What follows belongs to an exercise in optimizing a design on an open flow for small area; a production flow would make more cautious choices. The RTL was checked by simulation tests, not by an equivalence proof against the original design. No activity file was given, so power comes from the tool's default toggle rates.

==> flow/design.v (outline; a module is shown in full before it is edited, if it fits) <==
// module vga_theme_ctrl: 7 lines
// module vga_pixel_logic: 2186 lines
// module vga_letter2pixel: 14 lines
// module vga_pixel_gen: 29 lines
module vga_pixel_gen(
    h_cnt, v_cnt, valid, t_chg, ambiant, shine, clk, rst,
    state, score0, score1, cnt0, cnt1,
    vgaRed, vgaGreen, vgaBlue
    );
  // ...
==> flow/flow/run.sh <==
#!/bin/bash
# Own layout flow: the standard flow, with two changes:
#  - synthesis is the standard synthesis script, but Yosys's abc call maps
#    with an area-oriented script (flow/abc_area_map.script) instead of ORFS's
#    delay-oriented one; registers, names, flattening and renaming unchanged.
#  - port buffers use the smallest buffer (sky130_fd_sc_hd__buf_1).
# Each tool's output goes to a log file of its own in this folder.
set -euo pipefail
W=$(pwd)
cat > "$W/own_synth.tcl" <<EOT
proc abc {args} {
  puts "own flow: abc mapping script replaced by '$W/flow/abc_area_map.script'"
  set i [lsearch -exact \$args -script]
  if {\$i >= 0} { lset args [expr {\$i + 1}] {$W/flow/abc_area_map.script} }
  yosys abc {*}\$args
}
source {$W/synth_recipe.tcl}
EOT
sed "s#SYNTH_SCRIPT=[^ ]*#SYNTH_SCRIPT=$W/own_synth.tcl#" standard.sh > own_standard.sh
grep -q "own_synth.tcl" own_standard.sh
bash own_standard.sh synth > "$W/log_synth.txt" 2>&1
bash own_standard.sh "BUFFER_PORTS_ARGS=-buffer_cell sky130_fd_sc_hd__buf_1" finish > "$W/log_layout.txt" 2>&1
test -f out/final.def
==> flow/flow/abc_area_map.script <==
&get -n
&dch -f
&nf -p -R 1000 -C 32 -F 8
&put
==> flow/standard.sh <==
#!/bin/bash
# synth_recipe.tcl (not shown) runs the flow's synth.tcl, then flattens the netlist and writes it again
# the make line also repeats each setting of config.mk as NAME=value (left out here)
make -C /OpenROAD-flow-scripts/flow DESIGN_CONFIG=/design/flow/config.mk WORK_HOME=/design/flow/orfs CLKGATE_MAP_FILE= SYNTH_SCRIPT=/design/flow/synth_recipe.tcl "${@:-finish}"
==> flow/config.mk <==
export PLATFORM = sky130hd
export DESIGN_NAME = vga_pixel_gen
export DESIGN_NICKNAME = vga_pixel_gen
export VERILOG_FILES = /design/flow/design.v
export SDC_FILE = /design/flow/constraint.sdc
export NUM_CORES = 4
export LEC_CHECK = 0
export CAP_MARGIN = 20
export CORE_MARGIN = 2
export CORE_UTILIZATION = 50
export CTS_BUF_LIST = sky130_fd_sc_hd__clkbuf_8
export SLEW_MARGIN = 20
==> flow/constraint.sdc <==
create_clock -name core_clock -period 12.0 [get_ports {clk}]
set_input_delay 2.4000 -clock core_clock [delete_from_list [all_inputs] [get_ports {clk}]]
set_output_delay 2.4000 -clock core_clock [all_outputs]
set_load 0.01 [all_outputs]
==> tab_implementation.tex, run 1 <==
\begin{tabular}{lr}
\hline
Metric & Value \\
\hline
\multicolumn{2}{l}{\textbf{Layout}} \\
\quad Syn-to-layout area delta & 10.5\% \\
\quad Commonest non-fill, non-tap cells in the layout & 95 x sky130\_fd\_sc\_hd\_\_nand2\_1, 83 x sky130\_fd\_sc\_hd\_\_nor2\_1, 67 x sky130\_fd\_sc\_hd\_\_a21oi\_1, 67 x sky130\_fd\_sc\_hd\_\_o21ai\_0, 57 x sky130\_fd\_sc\_hd\_\_buf\_1 \\
\quad Multi-input gate area & 0.00353 mm\^{}2 \\
\quad Combined flip-flop and latch cell area & 380 um\^{}2 \\
\quad Number of multi-input logic gates & 609 \\
\quad CLK BUF & 3 \\
\quad Final core utilization & 57.5\% \\
\quad Post-layout instance count excluding filler cells & about 830 \\
\quad Largest register by flop count & letters.afg \\
\quad Signal buffers & between 70 and 80 \\
\quad Share of post-route cells with drive strength above 1 & 2.48\% \\
\multicolumn{2}{l}{\textbf{Synth}} \\
\quad Leading register cell type out of synthesis & sky130\_fd\_sc\_hd\_\_dfxtp\_1 \\
\quad Mux contribution to synthesized area & about 1.5\% \\
\quad FFs w/ async S/R, synth & 0\% \\
\quad Simple-gate area share of the yosys netlist & 36.4\% \\
\quad Xor/xnor share of the synthesized area & around 2.2\% \\
\quad Top-area cell type share of the netlist area & 9.37\% \\
\quad Sequential element share of the synthesized area & around a tenth \\
\quad Arithmetic-cell share of the synthesized area counting full adders, half adders and majority gates & roughly 4.3\% \\
\multicolumn{2}{l}{\textbf{Pwr}} \\
\quad IR Drop Worst-Case VDD & 54.5 uV \\
\quad Power in combinational cells & 0.160 mW \\
\quad Static leakage & 1.60 nW \\
\multicolumn{2}{l}{\textbf{Place}} \\
\quad Cell count after placement & approximately 820 \\
\quad GP Congestion & 1.18 \\
\multicolumn{2}{l}{\textbf{Routing}} \\
\quad Total wire length after detailed routing & 18.8 mm \\
\quad Residual antenna-violating net count after detailed routing & 0 \\
\multicolumn{2}{l}{\textbf{Worst setup path}} \\
\quad Worst path bufs/invs & 2 \\
\quad Element type at the critical path start & input pin \\
\quad Largest fanout on the critical path & 16 \\
\quad Crit path required time & roughly 9.6 ns \\
\quad Crit Reg-Reg Endpoint & letters.afg[11] \\
\quad Type of destination of the critical path & primary output \\
\multicolumn{2}{l}{\textbf{Floorplan}} \\
\quad Number of ports placed on the die boundary & 58 \\
\quad Number of well-tap cells placed & 102 \\
\multicolumn{2}{l}{\textbf{Outcome}} \\
\quad Run status & timing/DRC/antenna clean \\
\multicolumn{2}{l}{\textbf{STA}} \\
\quad Total Neg Setup Slack & 0 ns \\
\multicolumn{2}{l}{\textbf{Clock tree}} \\
\quad Total setup buffers inserted after CTS & 0 \\
\quad H-tree Lvls & 1 \\
\hline
\end{tabular}
==> inputs of run 2 (changes only) <==
--- a/flow/flow/run.sh
+++ b/flow/flow/run.sh
@@ -1,10 +1,4 @@
 #!/bin/bash
-# Own layout flow: the standard flow, with two changes:
-#  - synthesis is the standard synthesis script, but Yosys's abc call maps
-#    with an area-oriented script (flow/abc_area_map.script) instead of ORFS's
-#    delay-oriented one; registers, names, flattening and renaming unchanged.
-#  - port buffers use the smallest buffer (sky130_fd_sc_hd__buf_1).
-# Each tool's output goes to a log file of its own in this folder.
 set -euo pipefail
 W=$(pwd)
 cat > "$W/own_synth.tcl" <<EOT
==> flow/flow/abc_area_map.script (replaced) <==
&get -n
&dch -f
&nf -p -R 1000 -C 32 -F 8
&put
mfs3 -ae
mfs3 -ae
--- a/flow/config.mk
+++ b/flow/config.mk
@@ -5,8 +5,8 @@
 export SDC_FILE = /design/flow/constraint.sdc
 export NUM_CORES = 4
 export LEC_CHECK = 0
-export CAP_MARGIN = 20
+export CAP_MARGIN = 0
 export CORE_MARGIN = 2
 export CORE_UTILIZATION = 50
 export CTS_BUF_LIST = sky130_fd_sc_hd__clkbuf_8
-export SLEW_MARGIN = 20
+export SLEW_MARGIN = 0
==> run 2 against run 1 <==
Compared with the run above: still clean; die area fell by 1.3%; first-iteration DRC count grew 14%; sequential share of layout area up 0.21 points; global-route usage is 0.84 points lower; final area down 2.4%; critical endpoint unchanged.
==> tab_implementation.tex, run 2 <==
\begin{tabular}{lr}
\hline
Metric & Value \\
\hline
\multicolumn{2}{l}{\textbf{Pwr}} \\
\quad Clock network fraction of design power & 17.5\% \\
\quad Pint & 0.143 mW \\
\quad Switching component of the power & 0.142 mW \\
\quad Portion of total power attributed to combinational logic & 54.5\% \\
\quad Cell area power density & 65.2 mW/mm\^{}2 \\
\quad IR Drop Worst-Case VDD & 40.8 uV (-25\%) \\
\quad Part of the power in registers & 28.0\% \\
\quad Static leakage & 1.53 nW (-4.3\%) \\
\quad Switching fraction of total power & 49.9\% \\
\multicolumn{2}{l}{\textbf{Synth}} \\
\quad Number of synthesized flops with an enable pin & 0 \\
\quad Biggest area consumer among synthesized cells & sky130\_fd\_sc\_hd\_\_nand2\_1 \\
\quad Number of cells produced by synthesis & 661 \\
\quad Top-area cell type share of the netlist area & 9.75\% (+0.38 points) \\
\quad FFs w/ async S/R, synth & 0\% (unchanged) \\
\quad Synthesized net count & around 700 \\
\quad Cell with the most instances after synthesis & sky130\_fd\_sc\_hd\_\_nand2\_1 \\
\quad Synth Area per Inst & 6.06 um\^{}2 \\
\quad Yosys synthesis warning count & 3 \\
\quad Leading register cell type out of synthesis & sky130\_fd\_sc\_hd\_\_dfxtp\_1 \\
\quad Netlist cell types & 56 \\
\quad Post-synthesis instance area & between 0.004 and 0.005 mm\^{}2 \\
\quad Synth Register Bits & 19 \\
\quad Largest cells by area after synthesis & sky130\_fd\_sc\_hd\_\_nand2\_1 9.7\%, sky130\_fd\_sc\_hd\_\_dfxtp\_1 9.5\%, sky130\_fd\_sc\_hd\_\_a21oi\_1 9.0\% \\
\quad Sequential element share of the synthesized area & 9.50\% (+0.13 points) \\
\quad Cell types with the highest counts after synthesis & 104 x sky130\_fd\_sc\_hd\_\_nand2\_1, 75 x sky130\_fd\_sc\_hd\_\_nor2\_1, 72 x sky130\_fd\_sc\_hd\_\_a21oi\_1 \\
\multicolumn{2}{l}{\textbf{Routing}} \\
\quad Total wire length after detailed routing & 18.2 mm (-2.9\%) \\
\quad Initial DRC count & 1226 \\
\quad Drt wl/cell & 22.2 um \\
\quad Number of DRC violations after detailed routing & 0 \\
\quad Detailed-router iteration count before antenna repair & 9 \\
\quad Via Count & 6042 \\
\quad Number of vias per cell after detailed routing & 7.35 \\
\quad Residual antenna-violating net count after detailed routing & 0 (unchanged) \\
\multicolumn{2}{l}{\textbf{Worst setup path}} \\
\quad Largest fanout on the critical path & 21 (+5) \\
\quad Reg2reg setup slack & 9.90 ns \\
\quad Element type at the critical path start & input pin \\
\quad Endpoint arrival time on the critical path & approximately 8.5 ns \\
\quad Beginning of the worst register-to-register path & theme\_ctrl.theme[0] \\
\quad Crit Reg-Reg Endpoint & letters.afg[0] \\
\quad Crit path required time & 9.60 ns (about the same) \\
\quad Worst R2R Path Depth & 6 \\
\quad Critical path origin & h\_cnt[4] \\
\quad Type of destination of the critical path & primary output \\
\quad Worst Path Class, Setup & in -> out \\
\multicolumn{2}{l}{\textbf{Clock tree}} \\
\quad Total setup buffers inserted after CTS & 0 (unchanged) \\
\quad Later-pin clock latency in the skew report & 0.28 ns \\
\quad Cell at the root of the clock tree & sky130\_fd\_sc\_hd\_\_clkbuf\_8 \\
\quad Number of CTS-inserted buffers & 3 \\
\quad Total of hold buffers inserted after clock tree synthesis & 0 \\
\quad Number of gates resized after CTS & 0 \\
\quad Longest Clk Path Bufs & 2 \\
\quad CTS sink count & 19 \\
\quad H-tree Lvls & 1 (unchanged) \\
\quad Clock transition at the register clock pins on the worst setup and hold paths after CTS & 0.09 ns \\
\quad CTS tree & done \\
\multicolumn{2}{l}{\textbf{Layout}} \\
\quad Number of flip-flops in the largest register & 12 \\
\quad Largest register by flop count & letters.afg \\
\quad Commonest non-fill, non-tap cells in the layout & 104 x sky130\_fd\_sc\_hd\_\_nand2\_1, 75 x sky130\_fd\_sc\_hd\_\_nor2\_1, 72 x sky130\_fd\_sc\_hd\_\_a21oi\_1 \\
\quad Syn-to-layout area delta & 9.31\% \\
\quad Final layout net count & 781 \\
\quad Antenna cell count & 0 \\
\quad Final design area excluding fillers & 0.00438 mm\^{}2 \\
\quad Most common cell after layout, fill and taps aside & sky130\_fd\_sc\_hd\_\_nand2\_1 \\
\quad Share of post-route cells with drive strength above 1 & 1.53\% (-0.95 points) \\
\multicolumn{2}{l}{\textbf{STA}} \\
\quad Worst slew margin relative to its limit & approximately a third \\
\quad Min Clock Period, post-route & around 11 ns \\
\quad Hold Violations, Final & 0 \\
\quad Finish-stage setup viols & 0 \\
\quad Final Skew & 0.0118 ns \\
\quad Final period utilization & 91.0\% \\
\quad RSZ-0062 raised after global routing & false \\
\quad Number of pins exceeding their max-slew limit in the final report & 0 \\
\quad Slew of the pin with the lowest slew margin & 1.01 ns \\
\quad Fmax & 91.6 MHz \\
\quad Total Neg Setup Slack & 0 ns (unchanged) \\
\multicolumn{2}{l}{\textbf{Outcome}} \\
\quad Run status & timing/DRC/antenna clean \\
\multicolumn{2}{l}{\textbf{Floorplan}} \\
\quad Number of standard-cell rows in the floorplan & 32 \\
\quad Horizontal die dimension & 93.5 um \\
\quad Die span in y & 93.5 um \\
\quad Total Die Area & 0.00874 mm\^{}2 \\
\quad Number of ports placed on the die boundary & 58 (unchanged) \\
\quad Starting utilization of the core area & 51.8\% \\
\quad Area of the placeable core & 0.00773 mm\^{}2 \\
\multicolumn{2}{l}{\textbf{GRT}} \\
\quad Largest net degree at the start of global routing & 26 \\
\quad Antenna violations before repair & 0 \\
\quad Vias in the first global route & around 5400 \\
\quad Total routing resource utilization after global routing & a little over two fifths \\
\quad Aggregate global routing overflow & 0 \\
\quad Wire length of the first global-routing pass & around 29 mm \\
\multicolumn{2}{l}{\textbf{Place}} \\
\quad Post-Place Cell Area & between 0.004 and 0.005 mm\^{}2 \\
\quad GP Congestion & 1.17 (-1.1\%) \\
\quad DP Wirelength & 14.2 mm \\
\quad Number of I/O port buffers & 57 \\
\multicolumn{2}{l}{\textbf{Min path}} \\
\quad Class of the tightest hold or removal check & reg -> reg \\
\quad Worst hold stages & 2 \\
\quad Worst hold path startpoint & letters.hfg[1] \\
\quad Terminating pin of the worst hold path & letters.hfg[1] \\
\multicolumn{2}{l}{\textbf{Flow run}} \\
\quad Max\_cap viols & 0 \\
\hline
\end{tabular}
==> run 2: power by group through the flow <==
stage / clock network, mW / registers (mW) / logic (mW)
6_report: 0.0499 / 0.0799 / 0.156
5_1_grt: 0.0527 / 0.0809 / 0.167
4_1_cts: 0.0492 / 0.0794 / 0.147
3_5_place_dp: 0 / 0.0807 / 0.146
3_3_place_gp: 0 / 0.0802 / 0.146
2_1_floorplan: 0 / 0.0774 / 0.0968
==> run 2: logic make-up after synthesis <==
kind of cell | share of synthesized area, %
flip-flops | 9.50
AO/OA/AOI/OAI | 42.5
buffers and inverters | 4.97
AND/OR/NAND/NOR | 35.0
XOR/XNOR | 2.19
multiplexers | 1.50
adder cells (fa/ha/maj) | 4.38
==> run 2: worst max-delay path by stage <==
stage | endpoint | slack [ns] | cells after the start
3_5_place_dp | vgaGreen[3] | 1.60 | 27
2_1_floorplan | vgaGreen[1] | 2.91 | 25
4_1_cts | vgaGreen[3] | 1.49 | 27
6_report | vgaGreen[3] | 1.08 | 27
3_3_place_gp | vgaGreen[3] | 1.72 | 24
5_1_grt | vgaGreen[3] | 0.75 | 27
==> run 2: cell type report <==
class	instances	area [um^2]
multi-input combinational	598	3420
fill	802	3350
sequential	19	380
timing repair buffer	64	267
inverter	35	131
tap	102	128
clock buffer	3	41.3
clock inverter	1	5.00
==> run 2: worst max-delay path, cell delays in order <==
cell	delay [ns]
sky130_fd_sc_hd__buf_1	0.68
sky130_fd_sc_hd__clkinv_1	0.55
sky130_fd_sc_hd__ha_1	0.47
sky130_fd_sc_hd__clkinv_1	0.13
sky130_fd_sc_hd__a31oi_1	0.33
sky130_fd_sc_hd__nor2_1	0.09
sky130_fd_sc_hd__a21oi_1	0.23
sky130_fd_sc_hd__nor2_1	0.11
sky130_fd_sc_hd__nor2_1	0.10
sky130_fd_sc_hd__nor2_1	0.06
sky130_fd_sc_hd__o21ai_0	0.09
sky130_fd_sc_hd__nand2_1	0.13
sky130_fd_sc_hd__xnor2_1	0.18
sky130_fd_sc_hd__nor3_1	0.27
sky130_fd_sc_hd__o21ai_0	0.15
sky130_fd_sc_hd__a211oi_1	0.26
sky130_fd_sc_hd__a21oi_1	0.08
sky130_fd_sc_hd__o32ai_1	0.30
sky130_fd_sc_hd__a21o_1	0.30
sky130_fd_sc_hd__o31ai_1	0.18
sky130_fd_sc_hd__o21ai_0	0.16
sky130_fd_sc_hd__clkinv_1	0.15
sky130_fd_sc_hd__o31ai_1	0.19
sky130_fd_sc_hd__nand4_1	0.28
sky130_fd_sc_hd__a311oi_1	0.39
sky130_fd_sc_hd__nor3_1	0.09
sky130_fd_sc_hd__buf_1	0.17
==> run 2: through the flow <==
stage | cells | setup WS, ns | hold slack [ns] | power, mW | util, %
after CTS | 822 | 1.49 | 0.502 | 0.276 | 56.6
after floorplan | 661 | 2.91 | 0.459 | 0.174 | -
final | 822 | 1.08 | 0.509 | 0.285 | 56.6
after global routing | 822 | 0.748 | 0.540 | 0.300 | 56.6
after detailed placement | 818 | 1.60 | 0.486 | 0.227 | 56.0
after global placement | 818 | 1.72 | 0.483 | 0.226 | 56.0
==> run 2: per-layer routing <==
metal / wire [um] / part of all wire, % / vias to the layer above / global-route usage [%]
li1: - / - / 2635 / -
met1: 6940 / 38 / 2694 / 57.7
met2: 7350 / 40 / 577 / 61.7
met3: 2760 / 15 / 136 / 9.35
met4: 1190 / 6.5 / 0 / 17.3
met5: 0 / 0 / - / 0
==> inputs of run 3 (changes only) <==
--- a/flow/config.mk
+++ b/flow/config.mk
@@ -5,8 +5,8 @@
 export SDC_FILE = /design/flow/constraint.sdc
 export NUM_CORES = 4
 export LEC_CHECK = 0
-export CAP_MARGIN = 0
+export CAP_MARGIN = 20
 export CORE_MARGIN = 2
 export CORE_UTILIZATION = 50
 export CTS_BUF_LIST = sky130_fd_sc_hd__clkbuf_8
-export SLEW_MARGIN = 0
+export SLEW_MARGIN = 20
==> run 3 against run 2 <==
Compared with the run above: die area stayed put; sequential power hardly changed; sequential cell count stayed put; cell count stayed put; global-route usage stayed put; power stayed put; clock skew stayed put; worst hold slack stayed put; first-iteration DRC count stayed put; highest routed layer unchanged.
==> tab_implementation.tex, run 3 <==
\begin{tabular}{lr}
\hline
Metric & Value \\
\hline
\multicolumn{2}{l}{\textbf{Outcome}} \\
\quad Run status & timing/DRC/antenna clean \\
\multicolumn{2}{l}{\textbf{Worst setup path}} \\
\quad Crit path required time & 9.60 ns (about the same) \\
\quad Critical-path top delay cell & sky130\_fd\_sc\_hd\_\_buf\_1 \\
\quad Element type at the critical path start & input pin \\
\quad Worst path bufs/invs & 5 (unchanged) \\
\quad Worst Path Class, Setup & in -> out \\
\quad Largest fanout on the critical path & 21 (unchanged) \\
\quad Most frequent CP cell & sky130\_fd\_sc\_hd\_\_nor2\_1 \\
\quad Type of destination of the critical path & primary output \\
\quad Family with the most delay on the worst path & compound AO/OA/AOI/OAI gates \\
\quad Stage delay of the slowest cell on the critical path & 0.68 ns (about the same) \\
\quad Endpoint arrival time on the critical path & 8.52 ns (about the same) \\
\multicolumn{2}{l}{\textbf{GRT}} \\
\quad Global routing met3 resource utilization & 9.35\% (unchanged) \\
\quad Aggregate global routing overflow & 0 (unchanged) \\
\quad GR Util met2 & 61.7\% (unchanged) \\
\quad Antenna violations before repair & 0 (unchanged) \\
\quad Wire length of the first global-routing pass & 28.8 mm (unchanged) \\
\quad Total routing resource utilization after global routing & 41.6\% (unchanged) \\
\quad Vias in the first global route & 5446 (unchanged) \\
\quad Met1 layer usage reported by global route & 57.7\% (unchanged) \\
\quad Routing layer with the top usage in global route & met2 \\
\quad Largest net degree at the start of global routing & 26 (unchanged) \\
\multicolumn{2}{l}{\textbf{Place}} \\
\quad Setup slack after placement & 1.60 ns (unchanged) \\
\quad Post-Place Cell Area & 0.00433 mm\^{}2 (unchanged) \\
\quad Number of I/O port buffers & 57 (unchanged) \\
\quad GP Congestion & 1.17 (unchanged) \\
\quad Cell count after placement & 818 (unchanged) \\
\quad DP Wirelength & 14.2 mm (unchanged) \\
\multicolumn{2}{l}{\textbf{STA}} \\
\quad Slew of the pin with the lowest slew margin & 1.01 ns (unchanged) \\
\quad Finish-stage setup viols & 0 (unchanged) \\
\quad Total Neg Setup Slack & 0 ns (unchanged) \\
\quad Fmax & 91.6 MHz (unchanged) \\
\quad Min Clock Period, post-route & 10.92 ns (unchanged) \\
\quad RSZ-0062 raised after global routing & false \\
\quad Final Skew & 0.0118 ns (unchanged) \\
\quad Number of pins exceeding their max-slew limit in the final report & 0 (unchanged) \\
\quad Setup WS post-layout & 1.08 ns (unchanged) \\
\quad Hold Violations, Final & 0 (unchanged) \\
\quad Worst slew margin relative to its limit & 32.4\% (unchanged) \\
\quad Final period utilization & 91.0\% (unchanged) \\
\multicolumn{2}{l}{\textbf{Layout}} \\
\quad Antenna cell count & 0 (unchanged) \\
\quad Syn-to-layout area delta & 9.31\% (unchanged) \\
\quad Final layout net count & 781 (unchanged) \\
\quad Post-layout instance count excluding filler cells & 822 (unchanged) \\
\quad Final design area excluding fillers & 0.00438 mm\^{}2 (unchanged) \\
\quad Commonest non-fill, non-tap cells in the layout & 104 x sky130\_fd\_sc\_hd\_\_nand2\_1, 75 x sky130\_fd\_sc\_hd\_\_nor2\_1, 72 x sky130\_fd\_sc\_hd\_\_a21oi\_1 \\
\quad Largest register by flop count & letters.afg \\
\quad Number of flip-flops in the largest register & 12 (unchanged) \\
\quad Most common cell after layout, fill and taps aside & sky130\_fd\_sc\_hd\_\_nand2\_1 \\
\quad Share of post-route cells with drive strength above 1 & 1.53\% (unchanged) \\
\multicolumn{2}{l}{\textbf{Clock tree}} \\
\quad Cell at the root of the clock tree & sky130\_fd\_sc\_hd\_\_clkbuf\_8 \\
\quad Number of gates resized after CTS & 0 (unchanged) \\
\quad CTS tree & done \\
\quad Total setup buffers inserted after CTS & 0 (unchanged) \\
\quad Total of hold buffers inserted after clock tree synthesis & 0 (unchanged) \\
\quad H-tree Lvls & 1 (unchanged) \\
\quad Longest Clk Path Bufs & 2 (unchanged) \\
\quad Clock transition at the register clock pins on the worst setup and hold paths after CTS & 0.09 ns (about the same) \\
\quad CTS sink count & 19 (unchanged) \\
\quad Number of CTS-inserted buffers & 3 (unchanged) \\
\quad Later-pin clock latency in the skew report & 0.28 ns (about the same) \\
\multicolumn{2}{l}{\textbf{Pwr}} \\
\quad Cell area power density & 65.2 mW/mm\^{}2 (unchanged) \\
\quad Tot Pwr & 0.285 mW (unchanged) \\
\quad IR Drop Worst-Case VDD & 40.8 uV (unchanged) \\
\quad Static leakage & 1.53 nW (unchanged) \\
\multicolumn{2}{l}{\textbf{Synth}} \\
\quad Sequential element share of the synthesized area & 9.50\% (unchanged) \\
\quad Synth Area per Inst & 6.06 um\^{}2 (unchanged) \\
\quad Biggest area consumer among synthesized cells & sky130\_fd\_sc\_hd\_\_nand2\_1 \\
\quad Synthesized net count & 721 (unchanged) \\
\quad FFs w/ async S/R, synth & 0\% (unchanged) \\
\quad Leading register cell type out of synthesis & sky130\_fd\_sc\_hd\_\_dfxtp\_1 \\
\quad Post-synthesis instance area & 0.00400 mm\^{}2 (unchanged) \\
\quad Number of cells produced by synthesis & 661 (unchanged) \\
\quad Synth Register Bits & 19 (unchanged) \\
\quad Top-area cell type share of the netlist area & 9.75\% (unchanged) \\
\quad Yosys synthesis warning count & 3 (unchanged) \\
\quad Number of synthesized flops with an enable pin & 0 (unchanged) \\
\quad Netlist cell types & 56 (unchanged) \\
\quad Cell with the most instances after synthesis & sky130\_fd\_sc\_hd\_\_nand2\_1 \\
\quad Cell types with the highest counts after synthesis & 104 x sky130\_fd\_sc\_hd\_\_nand2\_1, 75 x sky130\_fd\_sc\_hd\_\_nor2\_1, 72 x sky130\_fd\_sc\_hd\_\_a21oi\_1 \\
\quad Largest cells by area after synthesis & sky130\_fd\_sc\_hd\_\_nand2\_1 9.7\%, sky130\_fd\_sc\_hd\_\_dfxtp\_1 9.5\%, sky130\_fd\_sc\_hd\_\_a21oi\_1 9.0\% \\
\multicolumn{2}{l}{\textbf{Routing}} \\
\quad Via Count & 6042 (unchanged) \\
\quad Initial DRC count & 1226 (unchanged) \\
\quad Drt wl/cell & 22.2 um (unchanged) \\
\quad Number of vias per cell after detailed routing & 7.35 (unchanged) \\
\quad Number of DRC violations after detailed routing & 0 (unchanged) \\
\quad Total wire length after detailed routing & 18.2 mm (unchanged) \\
\quad Detailed-router iteration count before antenna repair & 9 (unchanged) \\
\quad Residual antenna-violating net count after detailed routing & 0 (unchanged) \\
\multicolumn{2}{l}{\textbf{Floorplan}} \\
\quad Number of ports placed on the die boundary & 58 (unchanged) \\
\quad Die span in y & 93.5 um (unchanged) \\
\quad Number of standard-cell rows in the floorplan & 32 (unchanged) \\
\quad Starting utilization of the core area & 51.8\% (unchanged) \\
\quad Total Die Area & 0.00874 mm\^{}2 (unchanged) \\
\quad Horizontal die dimension & 93.5 um (unchanged) \\
\quad Area of the placeable core & 0.00773 mm\^{}2 (unchanged) \\
\multicolumn{2}{l}{\textbf{Min path}} \\
\quad Class of the tightest hold or removal check & reg -> reg \\
\multicolumn{2}{l}{\textbf{Flow run}} \\
\quad Max\_cap viols & 0 (unchanged) \\
\hline
\end{tabular}
run 3: stage by stage:
stage	util, %	hold WS [ns]
final	56.6	0.509
after global routing	56.6	0.540
after CTS	56.6	0.502
after detailed placement	56.0	0.486
after global placement	56.0	0.483
after floorplan	-	0.459
run 3: tightest hold or removal path, cell delays in order (launching register included):
cell and delay [ns]:
sky130_fd_sc_hd__dfxtp_1 0.34, sky130_fd_sc_hd__nand2_1 0.06, sky130_fd_sc_hd__o22ai_1 0.07
run 3: per-layer routing:
layer | vias up | part of all wire, %
met5 | - | 0
met4 | 0 | 6.5
met3 | 136 | 15
met2 | 577 | 40
met1 | 2694 | 38
li1 | 2635 | -
run 3: cell families after synthesis:
| logic type | after synthesis | synth area share (%) |
|---|---|---|
| AO/OA/AOI/OAI | 268 | 42.5 |
| XOR/XNOR | 10 | 2.19 |
| adder cells (fa/ha/maj) | 14 | 4.38 |
| buffers and inverters | 44 | 4.97 |
| flip-flops | 19 | 9.50 |
| multiplexers | 6 | 1.50 |
| AND/OR/NAND/NOR | 300 | 35.0 |
run 3: final timing paths:
path / from / endpoint / slack (ns) / depth (start not counted)
setup / recovery: h_cnt[4] / vgaGreen[3] / 1.08 / 27
hold / removal: letters.hfg[1] / letters.hfg[1] / 0.51 / 2
hold reg to reg: letters.hfg[1] / letters.hfg[1] / 0.51 / 2
setup reg to reg: theme_ctrl.theme[0] / letters.afg[0] / 9.90 / 6
run 3: cell type report:
type / instances / area (um^2)
multi-input cells: 598 / 3420
clock inverters: 1 / 5.00
fillers: 802 / 3350
repair buffers: 64 / 267
clock buffers: 3 / 41.3
inverters: 35 / 131
well taps: 102 / 128
flip-flops and latches: 19 / 380
run 3: power breakdown:
| group | switching [mW] | internal [mW] |
|---|---|---|
| logic | 0.105 | 0.0503 |
| clock network | 0.0267 | 0.0233 |
| registers | 0.0104 | 0.0695 |
| total | 0.142 | 0.143 |

what the ideal ports hide:
The results above use ideal ports. As a check the final layouts listed here were re-extracted and re-timed, cells and wires unchanged.
Step 1 (the two cells are an assumption about what drives the block):
set clk [get_ports {clk}]
set_driving_cell -lib_cell sky130_fd_sc_hd__clkbuf_16 $clk
set_driving_cell -lib_cell sky130_fd_sc_hd__buf_2 [delete_from_list [all_inputs] $clk]
Step 2 also shifts input and output timing later by t, the mid clock arrival at the registers, as if the neighbouring blocks saw the same clock.
Three values: ideal ports, drivers, drivers and shift; two values: the first two.
run | shift t [ns] | setup slack, ns | latest minus earliest clock arrival (ns) | pins driven straight from the clock port
run 1 | 0.292 | 1.308 / 1.278 / 1.278 | 0.005 / 0.006 | 1
run 2 | 0.294 | 1.082 / 1.055 / 1.055 | 0.013 / 0.013 | 1
run 3 | 0.294 | 1.082 / 1.055 / 1.055 | 0.013 / 0.013 | 1
After both steps every run listed still meets setup and hold. For run 1, which loses most, drivers alone change the setup slack by -0.030 ns; drivers and shift together by -0.030 ns.
